Context: an optimization exercise on an open-source flow, tuned for small area. The choices shown serve that exercise and are no tape-out recipe.
In this exercise RTL edits were held to simulation tests only and were not proved equivalent to the original.

Design CC, start of the top module:
module CC(
           clk,
           rst_n,
           in_valid,
           mode,
           xi,
           yi,
           out_valid,
           xo,
           yo
       );
Size in the first run: ~990 cells after synthesis, about 130 flip-flops.
Settings: LEC_CHECK=0, CAP_MARGIN=20, CORE_MARGIN=2, CORE_UTILIZATION=40, CTS_BUF_LIST=sky130_fd_sc_hd__clkbuf_8, GPL_ROUTABILITY_DRIVEN=0, PLACE_DENSITY=0.6, SLEW_MARGIN=20; clock period 50.0 ns.
standard.sh (not shown) runs the stock make flow with config.mk's settings and CLKGATE_MAP_FILE= SYNTH_SCRIPT=/design/flow/synth_recipe.tcl, a recipe that flattens the netlist after the stock synthesis.
==> flow/flow/run.sh <==
#!/bin/bash
export CTS_ARGS="-sink_clustering_enable -repair_clock_nets -dont_use_dummy_load -buf_list sky130_fd_sc_hd__clkbuf_8"
export BUFFER_PORTS_ARGS="-buffer_cell sky130_fd_sc_hd__buf_1"
bash standard.sh > standard.log 2>&1
Next try:
==> flow/flow/run.sh (replaced) <==
#!/bin/bash
export CTS_ARGS="-sink_clustering_enable -repair_clock_nets -dont_use_dummy_load -buf_list sky130_fd_sc_hd__clkbuf_16 -sink_buffer_max_cap_derate 2.0"
export BUFFER_PORTS_ARGS="-buffer_cell sky130_fd_sc_hd__buf_1"
bash standard.sh > standard.log 2>&1
GPL_ROUTABILITY_DRIVEN = unset   (was 0)
- The changed run never finished: it broke off in clock tree synthesis, error CTS-0109
- area after synthesis stays the same
- synthesized cell count does not change
Next try:
==> flow/flow/run.sh (replaced) <==
#!/bin/bash
export CTS_ARGS="-sink_clustering_enable -repair_clock_nets -dont_use_dummy_load -buf_list sky130_fd_sc_hd__clkbuf_8"
export BUFFER_PORTS_ARGS="-buffer_cell sky130_fd_sc_hd__buf_1"
bash standard.sh > standard.log 2>&1
Effect: With this change the flow completed without violations. Synthesized cell count is unchanged. Area after synthesis does not change.
Next try:
CORE_UTILIZATION = 65   (was 40)
PLACE_DENSITY = 0.8   (was 0.6)
After rerunning:
- The changed run finished clean
- die area fell by well over a third
- clock skew is about the same
- setup slack got worse by 0.76 ns
- register-to-register slack got worse by 0.94 ns
- count of clock-buffer cells in the layout stays the same
- area after synthesis does not change
- wire length fell by a few percent
- cell count fell by a little under a tenth
- maximum frequency fell by a few percent
- worst hold slack is about the same
- non-clock buffer count fell by 7
Next try:
==> flow/run.sh (new file) <==
#!/bin/bash
# synth_recipe.tcl (not shown) runs the flow's synth.tcl, then flattens the netlist and writes it again
# the make line also repeats each setting of config.mk as NAME=value (left out here)
make -C /OpenROAD-flow-scripts/flow DESIGN_CONFIG=/design/flow/config.mk WORK_HOME=/design/flow/orfs CLKGATE_MAP_FILE= SYNTH_SCRIPT=/design/flow/synth_recipe.tcl finish
CORE_UTILIZATION = 40   (was 65)
PLACE_DENSITY = 0.6   (was 0.8)
removed: flow/flow/run.sh
removed: flow/standard.sh
Result: Non-clock buffer count climbs by 4; synthesized area is unchanged; die area climbs by well over a third; routed wire length climbs by a little under a tenth; maximum frequency climbs by a few percent.
Next try:
==> flow/flow/run.sh (new file) <==
#!/bin/bash
export CTS_ARGS="-sink_clustering_enable -repair_clock_nets -dont_use_dummy_load -buf_list sky130_fd_sc_hd__clkbuf_8 -sink_clustering_size 24 -sink_clustering_max_diameter 80 -sink_clustering_levels 1"
export BUFFER_PORTS_ARGS="-buffer_cell sky130_fd_sc_hd__buf_1"
bash standard.sh > standard.log 2>&1
==> flow/standard.sh (new file) <==
#!/bin/bash
# synth_recipe.tcl (not shown) runs the flow's synth.tcl, then flattens the netlist and writes it again
# the make line also repeats each setting of config.mk as NAME=value (left out here)
make -C /OpenROAD-flow-scripts/flow DESIGN_CONFIG=/design/flow/config.mk WORK_HOME=/design/flow/orfs CLKGATE_MAP_FILE= SYNTH_SCRIPT=/design/flow/synth_recipe.tcl "${@:-finish}"
removed: flow/run.sh
Result: Worst setup slack gains 0.33 ns; count of clock-buffer cells in the layout goes down by 3; area after synthesis is unchanged; sequential cell count does not change; design area goes down by 4.1%; global-route usage goes up by 0.13 points.

* * *

the baseline:
Starting RTL as in the previous note.
==> flow/design.v (excerpt) <==
module CC(
           clk,
           rst_n,
           in_valid,
           mode,
           xi,
           yi,
           out_valid,
           xo,
           yo
       );
Settings: LEC_CHECK=0, CAP_MARGIN=20, CORE_MARGIN=2, CORE_UTILIZATION=40, CTS_BUF_LIST=sky130_fd_sc_hd__clkbuf_8, PLACE_DENSITY=0.6, SLEW_MARGIN=20; clock period 50.0 ns.
==> flow/flow/run.sh <==
#!/bin/bash
export CTS_ARGS="-repair_clock_nets -dont_use_dummy_load -buf_list sky130_fd_sc_hd__clkbuf_8"
export BUFFER_PORTS_ARGS="-buffer_cell sky130_fd_sc_hd__buf_1"
bash standard.sh > standard.log 2>&1
The baseline closes out successfully: all stages finished, all timing, DRC and antenna checks passed.
What the candidate does differently from the baseline at the input level:
==> flow/flow/run.sh <==
#!/bin/bash
export CTS_ARGS="-sink_clustering_enable -repair_clock_nets -dont_use_dummy_load -buf_list sky130_fd_sc_hd__clkbuf_8 -sink_buffer_max_cap_derate 2.0"
export BUFFER_PORTS_ARGS="-buffer_cell sky130_fd_sc_hd__buf_1"
bash standard.sh > standard.log 2>&1
Results
- Status for the baseline and the candidate: clean finish in the baseline only
- As the logs show, the candidate stopped at clock tree synthesis (4_1_cts) after a tool error, so it never reached the end of the flow.
- Re number of enable-type register cells in the synthesized netlist: no difference whatsoever between the baseline and the candidate.
- As far as number of synthesized register bits is concerned, the baseline and the candidate perform about the same.
- The candidate vs. the baseline: synthesized area neither gained nor lost much; post-synthesis simple-gate area fraction held; starting density of the core shows no meaningful change.
- The baseline -> the candidate: adder-cell share of the synthesized area delta 0, exact match
- Re placed cell area: no difference whatsoever between the candidate and the baseline.
- Placer's final routability congestion estimate came out exactly the same in the baseline and the candidate.
- Re number of instances in the synthesized netlist: no difference whatsoever between the baseline and the candidate.
- Summary of the candidate over the baseline: post-synthesis compound-gate area fraction flat; die span in y flat.

==> separate check: timing with driven ports <==
Ports are ideal in the flow. The routed layouts listed here were re-timed in OpenROAD.
Step 1 (the two cells are an assumption about what drives the block):
set clk [get_ports {clk}]
set_driving_cell -lib_cell sky130_fd_sc_hd__clkbuf_16 $clk
set_driving_cell -lib_cell sky130_fd_sc_hd__buf_2 [delete_from_list [all_inputs] $clk]
Step 2 adds t to the input delays and takes it off the output delays; t is the mean of the earliest and latest rising clock arrival at the registers after step 1. Input paths then give back, and output paths get back, about the clock's delay inside the block.
a / b / c = no drivers / after step 1 / after step 2; a / b = the first two.
run	t (ns)	setup WS [ns]	worst setup path at the end	latest minus earliest clock arrival (ns)
the first run of note 1	0.506	30.369 / 30.391 / 29.885	input to register	0.024 / 0.024
the third run of note 1	0.495	31.216 / 31.240 / 30.744	input to register	0.029 / 0.029
the fourth run of note 1	0.498	30.456 / 30.475 / 29.977	input to register	0.029 / 0.029
the fifth run of note 1	0.513	30.882 / 30.904 / 30.391	input to register	0.013 / 0.014
the sixth run of note 1	0.495	31.216 / 31.240 / 30.744	input to register	0.029 / 0.029
the baseline	0.495	31.216 / 31.240 / 30.744	input to register	0.029 / 0.029
After both steps every run listed still meets setup and hold. The setup slack of the fifth run of note 1, which loses most, moves by +0.022 ns with the drivers and by -0.491 ns with both steps.
